What follows belongs to an exercise in optimizing a design on an open flow for small area; a production flow would make more cautious choices.
In this exercise RTL edits were held to simulation tests only and were not proved equivalent to the original.
Power and IR drop assume default switching activity.

===== flow/design.v =====
module Debounce_Array #(
    parameter WIDTH = 8
)(
    input wire clk,
    input wire rst_n,
    input wire [WIDTH-1:0] btn_in,
    output reg [WIDTH-1:0] btn_out
);
    localparam CNT_MAX = 1000;
    reg [WIDTH-1:0] btn_prev;
    reg [19:0] cnt [WIDTH-1:0]; 
    genvar i;
    generate
        for (i = 0; i < WIDTH; i = i + 1) begin : db_loop
            always @(posedge clk or negedge rst_n) begin
                if (!rst_n) begin
                    cnt[i] <= 0;
                    btn_out[i] <= 0;
                    btn_prev[i] <= 0;
                end else begin
                    if (btn_in[i] != btn_prev[i]) begin
                        cnt[i] <= 0;
                        btn_prev[i] <= btn_in[i];
                    end else if (cnt[i] < CNT_MAX) begin
                        cnt[i] <= cnt[i] + 1;
                    end else begin
                        btn_out[i] <= btn_prev[i];
                    end
                end
            end
        end
    endgenerate
endmodule
module Debounce (
    input wire clk,
    input wire rst_n,
    input wire btn_in,
    output reg btn_out
);
    localparam CNT_MAX = 1000;  
    reg btn_prev;
    reg [19:0] cnt;
    always @(posedge clk or negedge rst_n) begin
        if (!rst_n) begin
            cnt <= 0;
            btn_out <= 0;
            btn_prev <= 0;
        end else begin
            if (btn_in != btn_prev) begin
                cnt <= 0;
                btn_prev <= btn_in;
            end else if (cnt < CNT_MAX) begin
                cnt <= cnt + 1;
            end else begin
                btn_out <= btn_prev;
            end
        end
    end
endmodule
module Reg1_Random_Gen (
    input clk,
    input rst_n,
    input en_gen,
    input [3:0] difficulty_k,
    output reg [31:0] answer_seq,
    output reg seq_ready
);
    reg [15:0] lfsr_reg;
    wire feedback;
    assign feedback = lfsr_reg[15] ^ lfsr_reg[13] ^ lfsr_reg[12] ^ lfsr_reg[10];
    always @(posedge clk or negedge rst_n) begin
        if (!rst_n) lfsr_reg <= 16'hACE1;
        else        lfsr_reg <= {lfsr_reg[14:0], feedback};
    end
    wire [3:0] random_val;
    assign random_val = {1'b0, lfsr_reg[2:0]} + 4'd1;
    reg [3:0] gen_cnt;
    reg [1:0] state;
    reg [3:0] last_val;
    reg [1:0] same_cnt;
    always @(posedge clk or negedge rst_n) begin
        if (!rst_n) begin
            answer_seq <= 32'd0; seq_ready <= 1'b0; gen_cnt <= 4'd0;
            state <= 2'd0; last_val <= 4'd0; same_cnt <= 2'd0;
        end else begin
            case (state)
                2'd0: begin
                    seq_ready <= 1'b0;
                    if (en_gen) begin
                        gen_cnt <= 4'd0; answer_seq <= 32'd0;
                        last_val <= 4'd0; same_cnt <= 2'd0;
                        state <= 2'd1;
                    end
                end
                2'd1: begin
                    if (gen_cnt < difficulty_k) begin
                        if ((gen_cnt > 0) && (random_val == last_val) && (same_cnt >= 2'd2)) begin
                        end else begin
                            if (gen_cnt == 0) same_cnt <= 2'd1;
                            else if (random_val == last_val) same_cnt <= same_cnt + 1;
                            else same_cnt <= 2'd1;
                            last_val <= random_val;
                            case (gen_cnt)
                                4'd0: answer_seq[3:0]   <= random_val;
                                4'd1: answer_seq[7:4]   <= random_val;
                                4'd2: answer_seq[11:8]  <= random_val;
                                4'd3: answer_seq[15:12] <= random_val;
                                4'd4: answer_seq[19:16] <= random_val;
                                4'd5: answer_seq[23:20] <= random_val;
                                4'd6: answer_seq[27:24] <= random_val;
                                4'd7: answer_seq[31:28] <= random_val;
                            endcase
                            gen_cnt <= gen_cnt + 1;
                        end
                    end else begin
                        seq_ready <= 1'b1; state <= 2'd0;
                    end
                end
            endcase
        end
    end
endmodule
module Reg2_Input_Sync (
    input clk,
    input rst_n,
    input [7:0] btn_clean,
    input enable_input,
    input start_clear,
    input [3:0] difficulty_k,
    input time_up,
    output reg [3:0] current_key,
    output reg key_valid,
    output reg [31:0] user_seq,
    output reg input_done,
    output reg [3:0] input_cnt
);
    reg [7:0] btn_prev;
    wire [7:0] btn_posedge;
    assign btn_posedge = btn_clean & ~btn_prev;
    always @(posedge clk or negedge rst_n) begin
        if (!rst_n) btn_prev <= 8'd0;
        else        btn_prev <= btn_clean;
    end
    reg enable_prev;
    wire enable_posedge;
    assign enable_posedge = enable_input & ~enable_prev;
    always @(posedge clk or negedge rst_n) begin
        if (!rst_n) enable_prev <= 1'b0;
        else        enable_prev <= enable_input;
    end
    always @(posedge clk or negedge rst_n) begin
        if (!rst_n) begin
            current_key <= 4'd0; key_valid <= 1'b0;
            user_seq <= 32'd0; input_done <= 1'b0; input_cnt <= 4'd0;
        end else begin
            key_valid <= 1'b0;
            if (start_clear || enable_posedge) begin
                input_cnt <= 4'd0;
                input_done <= 1'b0;
                user_seq <= 32'd0;
                current_key <= 4'd0;
            end
            else if (enable_input && !time_up && !input_done) begin
                if ((btn_posedge != 8'd0) && (input_cnt < difficulty_k)) begin
                    key_valid <= 1'b1;
                    if (btn_posedge[0]) save_sequence(input_cnt, 4'd1);
                    else if (btn_posedge[1]) save_sequence(input_cnt, 4'd2);
                    else if (btn_posedge[2]) save_sequence(input_cnt, 4'd3);
                    else if (btn_posedge[3]) save_sequence(input_cnt, 4'd4);
                    else if (btn_posedge[4]) save_sequence(input_cnt, 4'd5);
                    else if (btn_posedge[5]) save_sequence(input_cnt, 4'd6);
                    else if (btn_posedge[6]) save_sequence(input_cnt, 4'd7);
                    else if (btn_posedge[7]) save_sequence(input_cnt, 4'd8);
                    input_cnt <= input_cnt + 1;
                    if (input_cnt + 1 == difficulty_k) begin
                        input_done <= 1'b1;
                    end
                end
            end
            else if (enable_input && time_up) begin
                input_done <= 1'b1;  
            end
            else if (!enable_input) begin
                 input_done <= 1'b0;
            end
        end
    end
    task save_sequence;
        input [3:0] idx;
        input [3:0] val;
        begin
            case (idx)
                4'd0: user_seq[3:0]   <= val;
                4'd1: user_seq[7:4]   <= val;
                4'd2: user_seq[11:8]  <= val;
                4'd3: user_seq[15:12] <= val;
                4'd4: user_seq[19:16] <= val;
                4'd5: user_seq[23:20] <= val;
                4'd6: user_seq[27:24] <= val;
                4'd7: user_seq[31:28] <= val;
            endcase
        end
    endtask
endmodule
module Reg3_Game_State (
    input wire clk,
    input wire rst_n,
    input wire round_clear,
    input wire game_fail,
    input wire game_reset,
    output reg [2:0] current_round,
    output reg [3:0] difficulty_k,
    output reg [15:0] total_score
);
    reg game_fail_prev;
    wire game_fail_posedge;
    assign game_fail_posedge = game_fail & ~game_fail_prev;
    always @(posedge clk or negedge rst_n) begin
        if (!rst_n) game_fail_prev <= 0;
        else        game_fail_prev <= game_fail;
    end
    always @(posedge clk or negedge rst_n) begin
        if (!rst_n) begin
            current_round <= 3'd1;
            total_score <= 16'd0;
            difficulty_k <= 4'd4;
        end
        else if (game_reset) begin
            current_round <= 3'd1;
            total_score <= 16'd0;
            difficulty_k <= 4'd4;
        end
        else begin
            if (round_clear) begin
                if (current_round <= 5) begin
                    current_round <= current_round + 1;
                    difficulty_k <= difficulty_k + 1;
                end
                case (current_round)
                    3'd1: total_score <= total_score + 16'd10;  
                    3'd2: total_score <= total_score + 16'd15;  
                    3'd3: total_score <= total_score + 16'd20;  
                    3'd4: total_score <= total_score + 16'd25;  
                    3'd5: total_score <= total_score + 16'd30;  
                    default: total_score <= total_score + 16'd10;
                endcase
            end
            else if (game_fail_posedge) begin
                if (current_round <= 5) begin
                    current_round <= current_round + 1;
                    difficulty_k <= difficulty_k + 1;
                end
            end
        end
    end
endmodule
module Reg4_Servo_Timer (
    input wire clk,               
    input wire rst_n,
    input wire timer_run,         
    output reg time_up,          
    output reg pwm_servo          
);
    parameter PWM_PERIOD = 1000;
    parameter MIN_DUTY = 50;    
    parameter MAX_DUTY = 100;   
    parameter GAME_TIME_LIMIT = 500000;
    reg [31:0] main_counter;     
    reg [19:0] pwm_counter;       
    reg [19:0] current_duty;     
    always @(posedge clk or negedge rst_n) begin
        if (!rst_n) begin
            main_counter <= GAME_TIME_LIMIT;
            time_up <= 0;
        end
        else if (timer_run) begin
            if (main_counter > 0) begin
                main_counter <= main_counter - 1;
                time_up <= 0;
            end else begin
                main_counter <= 0;
                time_up <= 1;  
            end
        end
        else begin
            main_counter <= GAME_TIME_LIMIT;
            time_up <= 0;
        end
    end
    wire [31:0] elapsed_time;
    assign elapsed_time = GAME_TIME_LIMIT - main_counter; 
    always @(posedge clk) begin
        current_duty <= MIN_DUTY + (elapsed_time / 10000);
    end
    always @(posedge clk or negedge rst_n) begin
        if (!rst_n) begin
            pwm_counter <= 0;
            pwm_servo <= 0;
        end else begin
            if (pwm_counter < PWM_PERIOD - 1)
                pwm_counter <= pwm_counter + 1;
            else
                pwm_counter <= 0;
            if (pwm_counter < current_duty)
                pwm_servo <= 1;
            else
                pwm_servo <= 0;
        end
    end
endmodule
module Game_FSM (
    input wire clk,
    input wire rst_n,
    input wire seq_ready,
    input wire [31:0] answer_seq,
    input wire input_done,
    input wire [31:0] user_seq,
    input wire play_done,
    input wire time_up,
    input wire [2:0] current_round,
    output reg en_gen,
    output reg start_play,
    output reg enable_input,
    output reg timer_run,
    output wire [2:0] state_out,
    output reg round_clear,
    output reg game_fail,
    output reg game_clear,
    output reg is_correct
);
    localparam S_IDLE       = 3'd0;
    localparam S_GEN_SEQ    = 3'd1;
    localparam S_SHOW_SEQ   = 3'd2;
    localparam S_WAIT_INPUT = 3'd3;
    localparam S_CHECK      = 3'd4;
    localparam S_PASS       = 3'd5;
    localparam S_FAIL       = 3'd6;
    localparam S_DONE       = 3'd7;
    reg [2:0] state, next_state;
    assign state_out = state;
    reg [27:0] auto_timer;
    localparam TIME_3SEC = 150000;       
    localparam TIME_DELAY_CHECK = 25000;  
    always @(posedge clk or negedge rst_n) begin
        if(!rst_n) auto_timer <= 0;
        else begin
            if (state == S_IDLE || state == S_FAIL || state == S_PASS || state == S_CHECK) begin
                if (auto_timer < TIME_3SEC) auto_timer <= auto_timer + 1;
            end else begin
                auto_timer <= 0;
            end
        end
    end
    always @(posedge clk or negedge rst_n) begin
        if (!rst_n) state <= S_IDLE;
        else        state <= next_state;
    end
    always @(*) begin
        next_state = state;
        case (state)
            S_IDLE: begin
                if (auto_timer >= TIME_3SEC) next_state = S_GEN_SEQ;
            end
            S_GEN_SEQ: begin
                if (seq_ready) next_state = S_SHOW_SEQ;
            end
            S_SHOW_SEQ: begin
                if (play_done && !start_play) next_state = S_WAIT_INPUT;
            end
            S_WAIT_INPUT: begin
                if (time_up)         next_state = S_FAIL;
                else if (input_done) next_state = S_CHECK;
            end
            S_CHECK: begin
                if (auto_timer >= TIME_DELAY_CHECK) begin
                    if (answer_seq == user_seq) next_state = S_PASS;
                    else                        next_state = S_FAIL;
                end
            end
            S_PASS: begin
                if (auto_timer >= TIME_3SEC) begin
                    if (current_round >= 6) next_state = S_DONE;
                    else                    next_state = S_GEN_SEQ;
                end
            end
            S_FAIL: begin
                if (auto_timer >= TIME_3SEC) begin
                    if (current_round <= 5) next_state = S_GEN_SEQ;
                    else                    next_state = S_DONE;
                end
            end
            S_DONE: begin
                next_state = S_DONE;
            end
        endcase
    end
    always @(posedge clk or negedge rst_n) begin
        if(!rst_n) begin
            en_gen <= 0; start_play <= 0; enable_input <= 0;
            timer_run <= 0; round_clear <= 0; game_fail <= 0;
            game_clear <= 0; is_correct <= 0;
        end else begin
            en_gen <= 0; start_play <= 0;
            round_clear <= 0;
            game_fail <= 0;
            game_clear <= 0;
            case (next_state)
                S_GEN_SEQ: begin
                    if(state == S_IDLE || state == S_PASS || state == S_FAIL) en_gen <= 1;
                end
                S_SHOW_SEQ: begin
                    if(state == S_GEN_SEQ) start_play <= 1;
                end
                S_WAIT_INPUT: begin
                    enable_input <= 1; timer_run <= 1;
                end
                S_CHECK: begin
                    enable_input <= 0; timer_run <= 0;
                end
                S_PASS: begin
                    is_correct <= 1;
                    if (state == S_CHECK) round_clear <= 1;
                    else                  round_clear <= 0;
                end
                S_FAIL: begin
                    is_correct <= 0;
                    enable_input <= 0; timer_run <= 0;
                    if (state == S_CHECK || state == S_WAIT_INPUT) game_fail <= 1;
                    else                                           game_fail <= 0;
                end
                S_DONE: begin
                    is_correct <= 1;
                    game_clear <= 1;
                end
                S_IDLE: begin
                    game_fail <= 0; game_clear <= 0; is_correct <= 0;
                end
            endcase
        end
    end
endmodule
module LED_Player (
    input clk,
    input rst_n,
    input start_play,
    input [3:0] difficulty_k,
    input [31:0] answer_seq,
    input [2:0] current_round,
    output reg [7:0] led_out,
    output reg play_done
);
    reg [25:0] blink_period;
    reg [25:0] on_duration;
    always @(*) begin
        case (current_round)
            3'd1: blink_period = 26'd50000;  
            3'd2: blink_period = 26'd40000;
            3'd3: blink_period = 26'd30000;
            3'd4: blink_period = 26'd20000;
            3'd5: blink_period = 26'd10000;
            default: blink_period = 26'd50000;
        endcase
        on_duration = blink_period - (blink_period >> 2);  
    end
    reg [25:0] timer;
    reg [3:0] play_cnt;
    reg is_running;
    reg [3:0] target_num;
    always @(*) begin
        case (play_cnt)
            4'd0: target_num = answer_seq[3:0];
            4'd1: target_num = answer_seq[7:4];
            4'd2: target_num = answer_seq[11:8];
            4'd3: target_num = answer_seq[15:12];
            4'd4: target_num = answer_seq[19:16];
            4'd5: target_num = answer_seq[23:20];
            4'd6: target_num = answer_seq[27:24];
            4'd7: target_num = answer_seq[31:28];
            default: target_num = 4'd0;
        endcase
    end
    always @(posedge clk or negedge rst_n) begin
        if (!rst_n) begin
            led_out <= 8'd0;
            play_done <= 1'b0; timer <= 26'd0;
            play_cnt <= 4'd0; is_running <= 1'b0;
        end else begin
            if (start_play) begin
                is_running <= 1'b1; play_cnt <= 4'd0;
                timer <= 26'd0; play_done <= 1'b0;
                led_out <= 8'd0; 
            end
            if (is_running) begin
                if (timer < blink_period) begin
                    timer <= timer + 1;
                    if (timer < on_duration) begin
                        if (target_num != 0) led_out <= (1 << (target_num - 1));
                        else led_out <= 8'd0;
                    end else begin
                        led_out <= 8'd0;
                    end
                end else begin
                    timer <= 26'd0;
                    if (play_cnt < difficulty_k - 1) begin
                        play_cnt <= play_cnt + 1;
                    end else begin
                        is_running <= 1'b0;
                        play_done <= 1'b1;
                        led_out <= 8'd0;  
                    end
                end
            end else begin
                led_out <= 8'd0;
            end
        end
    end
endmodule
module Display_7Seg (
    input clk,
    input rst_n,
    input [31:0] user_seq,
    input [3:0] input_cnt,
    output reg [7:0] seg_data,
    output reg [7:0] seg_sel
);
    reg [19:0] scan_cnt;
    wire [2:0] scan_idx;
    always @(posedge clk or negedge rst_n) begin
        if (!rst_n) scan_cnt <= 20'd0;
        else        scan_cnt <= scan_cnt + 1;
    end
    assign scan_idx = scan_cnt[9:7];
    reg [3:0] display_num;
    always @(*) begin
        seg_sel = 8'hFF;
        display_num = 4'd15;  
        case (scan_idx)
            3'd0: begin
                seg_sel = ~8'b00000001;
                if (input_cnt >= 1) display_num = user_seq[3:0];
            end
            3'd1: begin
                seg_sel = ~8'b00000010;
                if (input_cnt >= 2) display_num = user_seq[7:4];
            end
            3'd2: begin
                seg_sel = ~8'b00000100;
                if (input_cnt >= 3) display_num = user_seq[11:8];
            end
            3'd3: begin
                seg_sel = ~8'b00001000;
                if (input_cnt >= 4) display_num = user_seq[15:12];
            end
            3'd4: begin
                seg_sel = ~8'b00010000;
                if (input_cnt >= 5) display_num = user_seq[19:16];
            end
            3'd5: begin
                seg_sel = ~8'b00100000;
                if (input_cnt >= 6) display_num = user_seq[23:20];
            end
            3'd6: begin
                seg_sel = ~8'b01000000;
                if (input_cnt >= 7) display_num = user_seq[27:24];
            end
            3'd7: begin
                seg_sel = ~8'b10000000;
                if (input_cnt >= 8) display_num = user_seq[31:28];
            end
        endcase
    end
    reg [7:0] decode_out;
    always @(*) begin
        case (display_num)
            4'd0: decode_out = 8'b1100_0000;
            4'd1: decode_out = 8'b1111_1001;
            4'd2: decode_out = 8'b1010_0100;
            4'd3: decode_out = 8'b1011_0000;
            4'd4: decode_out = 8'b1001_1001;
            4'd5: decode_out = 8'b1001_0010;
            4'd6: decode_out = 8'b1000_0010;
            4'd7: decode_out = 8'b1111_1000;
            4'd8: decode_out = 8'b1000_0000;
            4'd9: decode_out = 8'b1001_0000;
            default: decode_out = 8'b1111_1111;  
        endcase
        seg_data = ~decode_out;
    end
endmodule
module LCD_Text_Gen (
    input [2:0] state,             
    input [2:0] current_round,    
    input [15:0] total_score,     
    input is_success,              
    output reg [127:0] line_1,
    output reg [127:0] line_2
);
    wire [7:0] ascii_round;
    wire [7:0] ascii_score_100, ascii_score_10, ascii_score_1;
    assign ascii_round = {5'd0, current_round} + 8'h30;
    assign ascii_score_100 = ((total_score / 100) % 10) + 8'h30;
    assign ascii_score_10  = ((total_score / 10) % 10)  + 8'h30;
    assign ascii_score_1   = (total_score % 10)         + 8'h30;
    localparam S_IDLE       = 3'd0;
    localparam S_GEN_SEQ    = 3'd1;
    localparam S_SHOW_SEQ   = 3'd2;
    localparam S_WAIT_INPUT = 3'd3;
    localparam S_CHECK      = 3'd4;
    localparam S_PASS       = 3'd5;
    localparam S_FAIL       = 3'd6;
    localparam S_DONE       = 3'd7;
    always @(*) begin
        line_1 = "                ";
        line_2 = "                ";
        case (state)
            S_IDLE: begin
                line_1 = "   Game Start   ";
                line_2 = "                ";
            end
            S_GEN_SEQ, S_SHOW_SEQ, S_WAIT_INPUT, S_CHECK: begin
                line_1[127:96] = "Lv. ";
                line_1[95:88]  = ascii_round;
                line_2[127:72] = "Score: ";
                line_2[71:64]  = ascii_score_100;
                line_2[63:56]  = ascii_score_10;
                line_2[55:48]  = ascii_score_1;
            end
            S_PASS, S_FAIL: begin
                if (state == S_FAIL) begin
                    line_1 = "     Fail...    ";
                    line_2 = "  Try Again...  ";
                end else begin
                    line_1 = "    Success!    ";
                    line_2 = " Next Level...  ";
                end
            end
            S_DONE: begin
                line_1 = "  FINAL SCORE   ";
                line_2[127:72] = "    Total: ";
                line_2[71:64]  = ascii_score_100;
                line_2[63:56]  = ascii_score_10;
                line_2[55:48]  = ascii_score_1;
            end
            default: begin
                line_1 = "   System Err   ";
                line_2 = "  Check State   ";
            end
        endcase
    end
endmodule
module LCD_Display_Controller (
    input wire clk,              
    input wire rst_n,
    input wire [127:0] line_1,   
    input wire [127:0] line_2,   
    output reg lcd_rs,           
    output reg lcd_rw,           
    output reg lcd_en,           
    output reg [7:0] lcd_data    
);
    localparam S_IDLE       = 4'd0;
    localparam S_INIT       = 4'd1;  
    localparam S_LINE1      = 4'd2;  
    localparam S_LINE2      = 4'd3;  
    localparam S_DELAY      = 4'd4;  
    reg [3:0] state;
    reg [3:0] next_state;
    reg [2:0] init_idx;      
    reg [3:0] char_idx;       
    reg [19:0] delay_cnt;    
    localparam DELAY_TIME = 100;
    function [7:0] get_init_cmd;
        input [2:0] idx;
        begin
            case (idx)
                3'd0: get_init_cmd = 8'h38;  
                3'd1: get_init_cmd = 8'h0C;  
                3'd2: get_init_cmd = 8'h06;  
                3'd3: get_init_cmd = 8'h01;  
                3'd4: get_init_cmd = 8'h80;  
                default: get_init_cmd = 8'h00;
            endcase
        end
    endfunction
    always @(posedge clk or negedge rst_n) begin
        if (!rst_n) begin
            state <= S_INIT;
            init_idx <= 0;
            char_idx <= 0;
            lcd_en <= 0;
            lcd_rs <= 0;
            lcd_rw <= 0;
            lcd_data <= 0;
            delay_cnt <= 0;
        end else begin
            case (state)
                S_INIT: begin
                    lcd_rs <= 0; 
                    lcd_rw <= 0;
                    lcd_data <= get_init_cmd(init_idx); 
                    if (delay_cnt == 0) lcd_en <= 1;  
                    if (delay_cnt == 5) lcd_en <= 0;  
                    if (delay_cnt < DELAY_TIME) begin
                        delay_cnt <= delay_cnt + 1;
                    end else begin
                        delay_cnt <= 0;
                        if (init_idx < 4) begin
                            init_idx <= init_idx + 1;
                        end else begin
                            state <= S_LINE1;  
                            char_idx <= 0;
                        end
                    end
                end
                S_LINE1: begin
                    lcd_rs <= 1;  
                    lcd_rw <= 0;
                    lcd_data <= line_1[127 - (char_idx * 8) -: 8];
                    if (delay_cnt == 0) lcd_en <= 1;
                    if (delay_cnt == 2) lcd_en <= 0;
                    if (delay_cnt < 5) begin
                        delay_cnt <= delay_cnt + 1;
                    end else begin
                        delay_cnt <= 0;
                        if (char_idx < 15) begin
                            char_idx <= char_idx + 1;
                        end else begin
                            state <= S_DELAY;
                            next_state <= S_LINE2;
                            lcd_rs <= 0; 
                            lcd_data <= 8'hC0;
                        end
                    end
                end
                S_DELAY: begin
                      if (delay_cnt == 0) lcd_en <= 1;
                      if (delay_cnt == 5) lcd_en <= 0;
                      if (delay_cnt < DELAY_TIME) delay_cnt <= delay_cnt + 1;
                      else begin
                          delay_cnt <= 0;
                          state <= next_state;
                          char_idx <= 0;
                      end
                end
                S_LINE2: begin
                    lcd_rs <= 1;
                    lcd_data <= line_2[127 - (char_idx * 8) -: 8];
                    if (delay_cnt == 0) lcd_en <= 1;
                    if (delay_cnt == 2) lcd_en <= 0;
                    if (delay_cnt < 5) begin
                        delay_cnt <= delay_cnt + 1;
                    end else begin
                        delay_cnt <= 0;
                        if (char_idx < 15) begin
                            char_idx <= char_idx + 1;
                        end else begin
                            state <= S_DELAY;
                            next_state <= S_LINE1; 
                            lcd_rs <= 0;
                            lcd_data <= 8'h80;
                        end
                    end
                end
            endcase
        end
    end
endmodule
module Top_Memory_Game (
    input wire clk,
    input wire rst_n,
    input wire [7:0] btn_raw,
    output wire [7:0] led_out,
    output wire [7:0] seg_data,
    output wire [7:0] seg_sel,
    output wire pwm_servo,
    output wire lcd_rs,
    output wire lcd_rw,
    output wire lcd_en,
    output wire [7:0] lcd_data
);
    wire [7:0] btn_clean;
    wire en_gen, start_play, enable_input, timer_run;
    wire [2:0] state;
    wire round_clear, game_fail, game_clear, is_correct;
    wire [31:0] answer_seq, user_seq;
    wire seq_ready, input_done, key_valid, time_up, play_done;
    wire [3:0] input_cnt, current_key, difficulty_k;
    wire [2:0] current_round;
    wire [15:0] total_score;
    wire [127:0] w_line_1, w_line_2;
    Debounce_Array #(.WIDTH(8)) u_Debounce_Keys (
        .clk(clk), .rst_n(rst_n), .btn_in(~btn_raw), .btn_out(btn_clean)
    );
    Game_FSM u_FSM (
        .clk(clk), .rst_n(rst_n),
        .seq_ready(seq_ready), .answer_seq(answer_seq),
        .input_done(input_done), .user_seq(user_seq),
        .play_done(play_done), .time_up(time_up),
        .current_round(current_round),
        .en_gen(en_gen), .start_play(start_play), .enable_input(enable_input),
        .timer_run(timer_run), .state_out(state),
        .round_clear(round_clear), .game_fail(game_fail),
        .game_clear(game_clear), .is_correct(is_correct)
    );
    Reg1_Random_Gen u_Reg1 (
        .clk(clk), .rst_n(rst_n), .en_gen(en_gen),
        .difficulty_k(difficulty_k),
        .answer_seq(answer_seq), .seq_ready(seq_ready)
    );
    Reg2_Input_Sync u_Reg2 (
        .clk(clk), .rst_n(rst_n), .btn_clean(btn_clean),
        .enable_input(enable_input), .start_clear(en_gen),
        .difficulty_k(difficulty_k), .time_up(time_up),
        .user_seq(user_seq), .current_key(current_key),
        .input_done(input_done), .key_valid(key_valid), .input_cnt(input_cnt)
    );
    Reg3_Game_State u_Reg3 (
        .clk(clk), .rst_n(rst_n),
        .round_clear(round_clear),
        .game_fail(game_fail),        
        .game_reset(state == 3'd0),
        .current_round(current_round),
        .difficulty_k(difficulty_k),
        .total_score(total_score)
    );
    Reg4_Servo_Timer u_Reg4 (
        .clk(clk), .rst_n(rst_n), .timer_run(timer_run),
        .time_up(time_up), .pwm_servo(pwm_servo)
    );
    LED_Player u_LED_Player (
        .clk(clk), .rst_n(rst_n), .start_play(start_play),
        .difficulty_k(difficulty_k), .current_round(current_round),
        .answer_seq(answer_seq), .led_out(led_out), .play_done(play_done)
    );
    Display_7Seg u_Disp_7Seg (
        .clk(clk), .rst_n(rst_n), .user_seq(user_seq),
        .input_cnt(input_cnt),
        .seg_data(seg_data), .seg_sel(seg_sel)
    );
    LCD_Text_Gen u_LCD_Gen (
        .state(state), .current_round(current_round),
        .total_score(total_score), .is_success(is_correct),
        .line_1(w_line_1), .line_2(w_line_2)
    );
    LCD_Display_Controller u_LCD_Driver (
        .clk(clk), .rst_n(rst_n), .line_1(w_line_1), .line_2(w_line_2),
        .lcd_rs(lcd_rs), .lcd_rw(lcd_rw), .lcd_en(lcd_en), .lcd_data(lcd_data)
    );
endmodule

===== flow/run.sh =====
#!/bin/bash
# synth_recipe.tcl (not shown) runs the flow's synth.tcl, then flattens the netlist and writes it again
# the make line also repeats each setting of config.mk as NAME=value (left out here)
make -C /OpenROAD-flow-scripts/flow DESIGN_CONFIG=/design/flow/config.mk WORK_HOME=/design/flow/orfs CLKGATE_MAP_FILE= SYNTH_SCRIPT=/design/flow/synth_recipe.tcl finish

===== flow/config.mk =====
export PLATFORM = sky130hd
export DESIGN_NAME = Top_Memory_Game
export DESIGN_NICKNAME = Top_Memory_Game
export VERILOG_FILES = /design/flow/design.v
export SDC_FILE = /design/flow/constraint.sdc
export NUM_CORES = 4
export LEC_CHECK = 0
export CAP_MARGIN = 20
export CORE_MARGIN = 2
export CORE_UTILIZATION = 40
export SLEW_MARGIN = 20

===== flow/constraint.sdc =====
create_clock -name core_clock -period 25.0 [get_ports {clk}]
set_input_delay 5.0000 -clock core_clock [delete_from_list [all_inputs] [get_ports {clk}]]
set_output_delay 5.0000 -clock core_clock [all_outputs]
set_load 0.01 [all_outputs]

==> summary.txt <==
status complete, no violations; Synth Instances 5248; Die H 328 um; register area share after synthesis 30.1%; global-route wire length before repair 186000 um; Final GP Congestion 0.897; startpoint types register; Layout area overhead 9.14%; Post-CTS Setup Repair Bufs 0; All-Layer GR Usage 20.2%; total wire length 111000 um; crit path kind reg -> reg; CTS sink cnt 507; CTS tree done; most frequent cells in the layout nor2_1, nand2_1, dfrtp_1; worst path arrival time 21.21 ns; biggest area consumer among synthesized cells dfrtp_1; CTS Buf Count 57; Pins Over Slew Limit 0; top cell type's share of synthesized area 27.9%; Post-synth EDFFs 1; # IOs 46; WP data required 25.46 ns; commonest non-fill, non-tap cell in the layout nor2_1; Initial Utilization 40.4%; Residual DRC 0; Worst Hold Class reg -> reg; CORE AREA 104000 sq um; Fin Setup TNS 0 ns; ant diodes 0; HPWL after detailed placement 81700 um; via count 38.8k; number of buffers added on ports 43; Slew headroom 30.4%; # hold bufs at CTS 0; H-tree levels 2; # setup viols final 0; max_cap viols 0; DIE AREA 107000 sq um; share of layout cells above drive strength 1 7.25%; synth top area cells dfrtp_1, nor2_1, o21ai_0, xnor2_1, nand2_1; worst-margin pin slew 1.04 ns; largest net degree at the start of global routing 156; largest reg by FF count u_Debounce_Keys.cnt; CP max stage delay 0.83 ns; Syn. warnings 11; Max IR drop VDD 0.0641 mV; CTS root buffer clkbuf_16; fin nets 5324; period utilization 83.0%; clock transition at the registers of the reported paths 0.06 ns; RSZ-0062 raised after global routing false; syn_area_per_cell 7.98 sq um; Pre-Repair DR Iteration Count 6; clk_skew 0.0752 ns; Fmax 48.2 MHz; wire per inst 16.8 um; Top FF cell, synth dfrtp_1; Clock Tree Buf Depth 3; die span in x 328 um; Unique masters post-synth 137; vias in the first global route 36.4k; overall power 1.80 mW; worst-skew pair later-pin latency 0.65 ns; number of filler cells placed in the layout 10.3k; Post-Syn Area 41900 sq um; slowest CP cell a2111oi_0; Largest register FFs 160; final hold vios 0; Post-synth ARST share 95.9%; CTS resizes 0; CP Max Fanout 13; FF+latch count, synth 507; remaining antenna violation count 0; DRT iter0 DRCs 2845; initial antenna violation count 0; Via density 5.88; grt ovf 0; pwr dens 39.5 nW/um^2; num rows 118; Leak 19.3 nW; minimum clock period 20.75 ns; crit path capture type register
-- worst max-delay path: cells and delay by family (launching register included) --
| kind | cells | cell delay, ns |
|---|---|---|
| flip-flops | 1 | 0.41 |
| multiplexers | 3 | 1.04 |
| AND/OR/NAND/NOR | 14 | 4.18 |
| buffers and inverters | 2 | 0.20 |
| AO/OA/AOI/OAI | 41 | 13.92 |
| XOR/XNOR | 2 | 0.38 |
| adder cells (fa/ha/maj) | 2 | 0.49 |
-- metal layers --
metal	up-vias	GRT usage [%]	wire (um)
li1	19100	-	-
met1	18700	27.8	51800
met2	923	33.9	52400
met3	174	1.77	4490
met4	0	5.28	2480
met5	-	0	0
-- synthesized netlist by cell type, types with 34 or more instances --
| cell type | number |
|---|---|
| nor2_1 | 594 |
| nand2_1 | 500 |
| dfrtp_1 | 468 |
| o21ai_0 | 423 |
| a21oi_1 | 324 |
| xnor2_1 | 227 |
| nand3_1 | 200 |
| clkbuf_1 | 191 |
| xor2_1 | 184 |
| inv_1 | 166 |
| nor3_1 | 140 |
| ha_1 | 134 |
| nor2b_1 | 97 |
| and2_1 | 84 |
| nor4_1 | 76 |
| nand4_1 | 72 |
| and3_1 | 68 |
| a31oi_1 | 67 |
| nand2b_1 | 63 |
| o211ai_1 | 63 |
| mux2_2 | 53 |
| or3_1 | 52 |
| mux2i_1 | 51 |
| o21a_1 | 46 |
| a211oi_1 | 43 |
| a21o_1 | 41 |
| o31ai_1 | 36 |
| or2_2 | 36 |
| o221ai_1 | 35 |
| o22ai_1 | 34 |
-- cell families after synthesis --
family                     Yosys count  synth area share [%]
buffers and inverters              402                  3.71
xor gates and xnor gates           421                  8.98
and+or+nand+nor                   2107                  24.6
AOI/OAI and AO/OA                 1545                  25.2
muxes                              112                  2.89
DFF                                507                  30.1
adders and majority gates          153                  4.50
other                                1               0.00895
-- final timing paths --
kind                       depth (start not counted)  slack [ns]                   start                   endpoint
max reg2reg                                       64        4.25  u_Reg4.main_counter[0]    u_Reg4.current_duty[17]
min in group asynchronous                          1        4.35                   rst_n  u_Debounce_Keys.cnt[3][2]
max                                               64        4.25  u_Reg4.main_counter[0]    u_Reg4.current_duty[17]
min                                                0        0.35      u_Reg1.lfsr_reg[3]         u_Reg1.lfsr_reg[4]
min reg2reg                                        0        0.35      u_Reg1.lfsr_reg[3]         u_Reg1.lfsr_reg[4]
max in group asynchronous                          3       18.73                   rst_n   u_LCD_Driver.init_idx[2]
-- cell type report --
cell class,count,area [sq um],area share (%)
repair buffers,88,798,1.75
clock buffers,78,1620,3.53
inverters,173,649,1.42
flip-flops and latches,507,12600,27.6
multi-input cells,4351,27800,60.8
clock inverters,30,505,1.11
well taps,1380,1730,3.78
-- stage by stage --
step	util [%]	area, sq um	setup slack, ns	hold slack, ns	instances
final	44.1	45700	4.25	0.349	6607
after global routing	44.1	45700	2.77	0.349	6607
after CTS	44.1	45700	4.53	0.350	6607
after detailed placement	42.1	43600	4.67	0.335	6499
after global placement	42.1	43600	5.20	0.336	6499
after floorplan	-	41900	7.75	0.331	5260
-- power breakdown --
part / leakage (nW) / switching [mW] / internal [mW]
Clock: 1.01 / 0.361 / 0.561
Sequential: 6.73 / 0.00787 / 0.829
Combinational: 11.6 / 0.0325 / 0.0134
Total: 19.3 / 0.402 / 1.40

[afterwards: timing with drivers on the ports]
Ports are ideal in the flow. The routed layout listed here was re-timed in OpenROAD. Step 1 sets driving cells, clkbuf_16 on the clock port and buf_2 on the other inputs (assumed; they add their load-dependent delay and slew). Step 2, shift: input delay + t, output delay - t, t = (earliest + latest rising clock arrival at the registers) / 2. This alone moves slack from input paths to output paths. Three values: no drivers, after step 1, after step 2; two values: the first two.
t, ns: 0.684
setup slack, ns: 4.254 / 4.254 / 4.254
worst setup path at the end: register to register
After both steps setup and hold are still met in this run. For this run, drivers alone change the setup slack by 0.000 ns; drivers and shift together by 0.000 ns.
